This design comes from an exercise in tuning for small area on the open sky130 flow, not from production work.
Function was checked by simulation only, so behaviour that the tests miss may differ from the original.
No activity file was given, so power comes from the tool's default toggle rates.

==> inputs of job 5168 <==
## Systolic_Array_with_Controller
module Systolic_Array_with_Controller(init,clk,A0,A1,A2,A3,A4,B0,B1,B2,B3,B4,
  A0_out,A1_out,A2_out,A3_out,A4_out,B0_out,B1_out,B2_out,B3_out,B4_out);
==> module Systolic_Array_with_Controller, before the edit <==
module Systolic_Array_with_Controller(init,clk,A0,A1,A2,A3,A4,B0,B1,B2,B3,B4,
  A0_out,A1_out,A2_out,A3_out,A4_out,B0_out,B1_out,B2_out,B3_out,B4_out);
parameter N=16;
input [N-1:0] A0,A1,A2,A3,A4,B0,B1,B2,B3,B4;
output [N-1:0] A0_out,A1_out,A2_out,A3_out,A4_out,B0_out,B1_out,B2_out,B3_out,B4_out;
input init,clk;
reg [4:0] k;
always @(posedge clk) begin
  if (k == 5'd31) k <= init ? 5'd0 : 5'd31;
  else if (k >= 5'd21) k <= 5'd31;
  else k <= k + 5'd1;
end
wire [4:0] v;
assign v[0] = (k >= 5'd1) & (k <= 5'd14);
assign v[1] = (k >= 5'd2) & (k <= 5'd14);
assign v[2] = (k >= 5'd3) & (k <= 5'd14);
assign v[3] = (k >= 5'd4) & (k <= 5'd14);
assign v[4] = (k >= 5'd5) & (k <= 5'd14);
wire sh   = (k >= 5'd15) & (k <= 5'd17);    
wire ra_s = (k == 5'd14);                    
wire ra_3 = (k >= 5'd15) & (k <= 5'd18);    
wire rb   = ((k >= 5'd4) & (k <= 5'd13)) | ((k >= 5'd19) & (k <= 5'd21));
wire oa   = (k >= 5'd4) & (k <= 5'd13);     
wire oh   = (k >= 5'd14) & (k <= 5'd21);    
wire [5*N-1:0] Ain = {A4,A3,A2,A1,A0};
wire [5*N-1:0] Bin = {B4,B3,B2,B1,B0};
reg  [20*N-1:0] as;     
reg  [20*N-1:0] bs;     
reg  [5*N-1:0]  ao;
reg  [5*N-1:0]  bo;
reg  [25*N-1:0] accn;   
wire [25*N-1:0] acc = ~accn;
wire [25*N-1:0] sum;
genvar i, j;
generate
  for (i = 0; i < 5; i = i + 1) begin : row
    always @(posedge clk) begin
      as[(i*4+0)*N +: N] <= Ain[i*N +: N];
      as[(i*4+1)*N +: N] <= as[(i*4+0)*N +: N];
      as[(i*4+2)*N +: N] <= as[(i*4+1)*N +: N];
      as[(i*4+3)*N +: N] <= as[(i*4+2)*N +: N];
      ao[i*N +: N] <= ({N{oa}} & as[(i*4+3)*N +: N]) | ({N{oh}} & ao[i*N +: N]);
    end
  end
  for (j = 0; j < 5; j = j + 1) begin : col
    always @(posedge clk) begin
      bs[(0*5+j)*N +: N] <= Bin[j*N +: N];
      bs[(1*5+j)*N +: N] <= bs[(0*5+j)*N +: N];
      bs[(2*5+j)*N +: N] <= bs[(1*5+j)*N +: N];
      bs[(3*5+j)*N +: N] <= bs[(2*5+j)*N +: N];
      bo[j*N +: N] <= ({N{ra_s}} & sum[(4*5+j)*N +: N]) | ({N{ra_3}} & acc[(3*5+j)*N +: N])
                    | ({N{rb}} & bs[(3*5+j)*N +: N]);
    end
  end
  for (i = 0; i < 5; i = i + 1) begin : pr
    for (j = 0; j < 5; j = j + 1) begin : pc
      wire [N-1:0] a_op;
      wire [N-1:0] b_op;
      if (j < 4) begin : ai
        assign a_op = as[(i*4+j)*N +: N];
      end else begin : ao4
        assign a_op = ao[i*N +: N];
      end
      if (i < 4) begin : bi
        assign b_op = bs[(i*5+j)*N +: N];
      end else begin : bo4
        assign b_op = bo[j*N +: N];
      end
      wire en = v[(i > j) ? i : j];
      mac16 m (.a(a_op), .b(b_op), .c(acc[(i*5+j)*N +: N]), .y(sum[(i*5+j)*N +: N]));
      if (i >= 1 && i <= 3) begin : mid
        always @(posedge clk)
          accn[(i*5+j)*N +: N] <= ~(({N{en}} & sum[(i*5+j)*N +: N]) | ({N{sh}} & acc[((i-1)*5+j)*N +: N]));
      end else begin : rim
        always @(posedge clk)
          accn[(i*5+j)*N +: N] <= ~({N{en}} & sum[(i*5+j)*N +: N]);
      end
    end
  end
endgenerate
assign {A4_out,A3_out,A2_out,A1_out,A0_out} = ao;
assign {B4_out,B3_out,B2_out,B1_out,B0_out} = bo;
endmodule
export LEC_CHECK = 0
export CAP_MARGIN = 20
export CORE_MARGIN = 2
export CORE_UTILIZATION = 60
export GPL_TIMING_DRIVEN = 0
export SLEW_MARGIN = 20
export SYNTH_HIERARCHICAL = 1
export SYNTH_MINIMUM_KEEP_SIZE = 0
create_clock -name core_clock -period 10.0 [get_ports {clk}]
standard.sh (not shown) runs the stock make flow with config.mk's settings and CLKGATE_MAP_FILE= SYNTH_SCRIPT=/design/flow/synth_recipe.tcl, a recipe that flattens the netlist after the stock synthesis.
==> flow/flow/run.sh <==
#!/bin/bash
set -euo pipefail
W=$(pwd)
R=$W/orfs/results/${FLOW_PLATFORM}/Systolic_Array_with_Controller/base
LIB=$FLOW_HOME/platforms/${FLOW_PLATFORM}/lib/sky130_fd_sc_hd__tt_025C_1v80.lib
YOSYS=$FLOW_HOME/../tools/install/yosys/bin/yosys
export BUFFER_PORTS_ARGS="-buffer_cell sky130_fd_sc_hd__buf_1"
export CTS_ARGS="-sink_clustering_enable -repair_clock_nets -dont_use_dummy_load -buf_list sky130_fd_sc_hd__clkbuf_16 -sink_clustering_size 25 -sink_clustering_max_diameter 100"
bash standard.sh synth > "$W/log_synth.txt" 2>&1
cp "$R/1_2_yosys.v" "$W/net_standard.v"
if python3 "$W/flow/polopt.py" "$W/net_standard.v" "$W/net_polopt.v" > "$W/log_polopt.txt" 2>&1 &&
   sed -e "s#LIB#$LIB#g" -e "s#IN#$W/net_polopt.v#" -e "s#OUT#$W/net_remap.v#" \
       -e "s#TOP#$FLOW_TOP#g" -e "s#ABCSCRIPT#$W/flow/amap.abc#" "$W/flow/remap.ys" > "$W/remap_run.ys" &&
   "$YOSYS" -s "$W/remap_run.ys" > "$W/log_remap.txt" 2>&1 &&
   python3 "$W/flow/check.py" "$W/net_standard.v" "$W/net_remap.v" "$LIB" > "$W/log_check.txt" 2>&1; then
  cp "$W/net_remap.v" "$R/1_2_yosys.v"
  touch "$R/1_2_yosys.v"
fi
bash standard.sh finish > "$W/log_layout.txt" 2>&1
Other scripts of this flow, unchanged in this note and not shown: flow/flow/amap.abc, flow/flow/check.py, flow/flow/polopt.py, flow/flow/remap.ys
==> inputs of job 9563, as changes to job 5168 <==
--- a/flow/design.v
+++ b/flow/design.v
@@ -29,6 +29,5 @@
 reg  [5*N-1:0]  ao;
 reg  [5*N-1:0]  bo;
-reg  [25*N-1:0] accn;   
-wire [25*N-1:0] acc = ~accn;
+reg  [25*N-1:0] acc;    
 wire [25*N-1:0] sum;
 genvar i, j;
@@ -71,8 +70,8 @@
       if (i >= 1 && i <= 3) begin : mid
         always @(posedge clk)
-          accn[(i*5+j)*N +: N] <= ~(({N{en}} & sum[(i*5+j)*N +: N]) | ({N{sh}} & acc[((i-1)*5+j)*N +: N]));
+          acc[(i*5+j)*N +: N] <= ({N{en}} & sum[(i*5+j)*N +: N]) | ({N{sh}} & acc[((i-1)*5+j)*N +: N]);
       end else begin : rim
         always @(posedge clk)
-          accn[(i*5+j)*N +: N] <= ~({N{en}} & sum[(i*5+j)*N +: N]);
+          acc[(i*5+j)*N +: N] <= {N{en}} & sum[(i*5+j)*N +: N];
       end
     end
--- a/flow/flow/run.sh
+++ b/flow/flow/run.sh
@@ -6,5 +6,5 @@
 YOSYS=$FLOW_HOME/../tools/install/yosys/bin/yosys
 export BUFFER_PORTS_ARGS="-buffer_cell sky130_fd_sc_hd__buf_1"
-export CTS_ARGS="-sink_clustering_enable -repair_clock_nets -dont_use_dummy_load -buf_list sky130_fd_sc_hd__clkbuf_16 -sink_clustering_size 25 -sink_clustering_max_diameter 100"
+export CTS_ARGS="-sink_clustering_enable -repair_clock_nets -dont_use_dummy_load -buf_list sky130_fd_sc_hd__clkbuf_16 -sink_clustering_size 28 -sink_clustering_max_diameter 110"
 bash standard.sh synth > "$W/log_synth.txt" 2>&1
 cp "$R/1_2_yosys.v" "$W/net_standard.v"
==> results by group <==
Run status
  – Status: finished clean

Pwr
  – Maximum VDD drop: 605 uV

Setup path
  – CP endpoint: accn[159]
  – R2r startpoint: bs[144]

Synth
  – Synthesized instance count: 11500

Route
  – WL met2: 153 mm

Floorplan
  – Starting Density: 60.5%
(the above is from job 5168)
==> results by group <==
Cells and area
  – Largest register FFs: 400

Synth
  – Synthesized instance count: 11400

Run status
  – Status: finished clean

Setup path
  – CP endpoint: acc[63]
  – R2r startpoint: bs[51]

Route
  – WL met2: 147 mm

Pwr
  – Maximum VDD drop: 582 uV
(the above is from job 9563)


==> trial 57 <==
Another version of the RTL of Systolic_Array_with_Controller (not shown whole).
## Systolic_Array_with_Controller
module Systolic_Array_with_Controller(init,clk,A0,A1,A2,A3,A4,B0,B1,B2,B3,B4,
  A0_out,A1_out,A2_out,A3_out,A4_out,B0_out,B1_out,B2_out,B3_out,B4_out);
parameter N=16;
input [N-1:0] A0,A1,A2,A3,A4,B0,B1,B2,B3,B4;
output [N-1:0] A0_out,A1_out,A2_out,A3_out,A4_out,B0_out,B1_out,B2_out,B3_out,B4_out;
input init,clk;
reg [4:0] k;
always @(posedge clk) begin
  if (k == 5'd31) k <= init ? 5'd0 : 5'd31;
  else if (k >= 5'd21) k <= 5'd31;
  else k <= k + 5'd1;
end
wire [4:0] v;
assign v[0] = (k >= 5'd1) & (k <= 5'd14);
assign v[1] = (k >= 5'd2) & (k <= 5'd14);
assign v[2] = (k >= 5'd3) & (k <= 5'd14);
assign v[3] = (k >= 5'd4) & (k <= 5'd14);
assign v[4] = (k >= 5'd5) & (k <= 5'd14);
wire sh   = (k >= 5'd15) & (k <= 5'd17);    
wire ra_s = (k == 5'd14);                    
wire ra_3 = (k >= 5'd15) & (k <= 5'd18);    
wire rb   = ((k >= 5'd4) & (k <= 5'd13)) | ((k >= 5'd19) & (k <= 5'd21));
wire oa   = (k >= 5'd4) & (k <= 5'd13);     
wire oh   = (k >= 5'd14) & (k <= 5'd21);    
wire [5*N-1:0] Ain = {A4,A3,A2,A1,A0};
wire [5*N-1:0] Bin = {B4,B3,B2,B1,B0};
reg  [20*N-1:0] as;     
reg  [20*N-1:0] bs;     
reg  [5*N-1:0]  ao;
reg  [5*N-1:0]  bo;
reg  [25*N-1:0] accn;   
wire [25*N-1:0] acc = ~accn;
wire [25*N-1:0] sum;
genvar i, j;
generate
  ...
clock: 10.0 ns
lec_check: 0
cap_margin: 20
core_margin: 2
core_utilization: 40
slew_margin: 20
==> flow/flow/run.sh <==
#!/bin/bash
# Standard ORFS layout with these changes:
#  - between synthesis and floorplan, three rounds of: polopt.py re-chooses the polarity of
#    full adders and simple gates to drop needless inverters, then remap.ys re-maps the logic
#    around the adders and flip-flops with ABC (registers untouched);
#  - port buffers are buf_1 cells;
#  - the clock tree uses clkbuf_8 with sink clusters of 12 and no dummy loads.
# Each tool's output goes to a log file of its own in this folder.
set -euo pipefail
W=$(pwd)
R=$W/orfs/results/${FLOW_PLATFORM}/Systolic_Array_with_Controller/base
LIB=$FLOW_HOME/platforms/${FLOW_PLATFORM}/lib/sky130_fd_sc_hd__tt_025C_1v80.lib
YOSYS=$FLOW_HOME/../tools/install/yosys/bin/yosys
export BUFFER_PORTS_ARGS="-buffer_cell sky130_fd_sc_hd__buf_1"
export CTS_ARGS="-sink_clustering_enable -repair_clock_nets -dont_use_dummy_load -buf_list sky130_fd_sc_hd__clkbuf_8 -sink_clustering_size 12 -sink_clustering_max_diameter 60"
bash standard.sh synth > "$W/log_synth.txt" 2>&1
cp "$R/1_2_yosys.v" "$W/net_0.v"
for i in 1 2 3; do
  python3 "$W/flow/polopt.py" "$W/net_$((i-1)).v" "$W/net_${i}_polopt.v" > "$W/log_polopt_$i.txt" 2>&1
  sed -e "s#LIB#$LIB#g" -e "s#IN#$W/net_${i}_polopt.v#" -e "s#OUT#$W/net_$i.v#" \
      -e "s#TOP#$FLOW_TOP#g" "$W/flow/remap.ys" > "$W/remap_$i.ys"
  "$YOSYS" -s "$W/remap_$i.ys" > "$W/log_remap_$i.txt" 2>&1
done
cp "$W/net_3.v" "$R/1_2_yosys.v"
touch "$R/1_2_yosys.v"
bash standard.sh finish > "$W/log_layout.txt" 2>&1
Other scripts of this flow, unchanged in this note and not shown: flow/flow/polopt.py, flow/flow/remap.ys
==> build 22 (differences from trial 57) <==
==> flow/flow/run.sh (replaced) <==
#!/bin/bash
# Standard ORFS layout with these changes:
#  - between synthesis and floorplan, polopt.py re-chooses the polarity of full adders and
#    simple gates in the synthesized netlist to drop needless inverters, and remap.ys then
#    re-maps the logic around the adders and flip-flops with ABC (registers untouched);
#  - port buffers are buf_1 cells;
#  - the clock tree uses clkbuf_8 with sink clusters of 12 and no dummy loads.
# Each tool's output goes to a log file of its own in this folder.
set -euo pipefail
W=$(pwd)
R=$W/orfs/results/${FLOW_PLATFORM}/Systolic_Array_with_Controller/base
LIB=$FLOW_HOME/platforms/${FLOW_PLATFORM}/lib/sky130_fd_sc_hd__tt_025C_1v80.lib
YOSYS=$FLOW_HOME/../tools/install/yosys/bin/yosys
export BUFFER_PORTS_ARGS="-buffer_cell sky130_fd_sc_hd__buf_1"
export CTS_ARGS="-sink_clustering_enable -repair_clock_nets -dont_use_dummy_load -buf_list sky130_fd_sc_hd__clkbuf_8 -sink_clustering_size 12 -sink_clustering_max_diameter 60"
bash standard.sh synth > "$W/log_synth.txt" 2>&1
cp "$R/1_2_yosys.v" "$W/1_2_yosys.standard.v"
python3 "$W/flow/polopt.py" "$W/1_2_yosys.standard.v" "$W/1_2_yosys.polopt.v" > "$W/log_polopt.txt" 2>&1
sed -e "s#LIB#$LIB#g" -e "s#IN#$W/1_2_yosys.polopt.v#" -e "s#OUT#$W/1_2_yosys.remap.v#" \
    -e "s#TOP#$FLOW_TOP#g" "$W/flow/remap.ys" > "$W/remap_run.ys"
"$YOSYS" -s "$W/remap_run.ys" > "$W/log_remap.txt" 2>&1
cp "$W/1_2_yosys.remap.v" "$R/1_2_yosys.v"
touch "$R/1_2_yosys.v"
bash standard.sh finish > "$W/log_layout.txt" 2>&1
==> comparison table <==
| item | trial 57 | build 22 |
|---|---|---|
| Result of the run | finished clean | finished clean |
| Relative area of clock buffers and inverters in the final design | 1.99% | 1.93% |
| Cell-internal power | 19.8 mW | 16.1 mW |
| Placed Cells | 13300 | 13300 |
| Worst r2r src | bs[144] | as[240] |
| Avg Cell Area, Syn | 11.4 sq um | 11.3 sq um |
| Fmax | 110 MHz | 109 MHz |
| CLK BUF | 167 | 162 |
| Fraction of area in multi-input gates | 70.6% | 70.7% |
| Final min period | 9.10 ns | 9.20 ns |
| Combinational share of power | 70.8% | 65.7% |
| TritonCTS Buffers | 167 | 162 |
| Non-clock buffer instance count of the final layout | 536 | 496 |
| Area of the multi-input gates | 0.0815 sq mm | 0.0815 sq mm |
| Effective utilization at floorplan | 40.1% | 40.2% |
| Worst IR drop on VDD | 0.000264 V | 0.000210 V |
| Fraction of power spent switching nets | 46.6% | 45.0% |
| Leakage component of the power | 35.4 nW | 34.7 nW |
| Routed length per instance | 24.0 microns | 24.0 microns |
| R2r endpoint | accn[159] | accn[303] |

-- static timing again, ports no longer ideal --
In the flow no input, the clock included, has a driving cell. The finished layouts below were timed again as built, in two steps. Step 1: set_driving_cell puts a clkbuf_16 on clk and a buf_2 on each other input, an assumption about the parent block. Step 2 times the ports against the registers' clock, not the clock port: input delays grow and output delays shrink by t, the midpoint of the rising clock arrivals with the driver on. a / b / c = ideal / step 1 / step 2; a / b = the first two.
run	t, ns	setup slack, ns	latest minus earliest clock arrival (ns)	worst register clock-pin slew, ns
job 5168	0.801	0.459 / 0.459 / 0.459	0.092 / 0.092	0.11 / 0.11
job 9563	0.794	0.403 / 0.403 / 0.403	0.100 / 0.100	0.12 / 0.12
trial 57	1.018	0.901 / 0.901 / 0.901	0.110 / 0.109	0.09 / 0.09
build 22	1.042	0.799 / 0.799 / 0.799	0.113 / 0.113	0.10 / 0.10
After both steps every run listed still meets setup and hold.
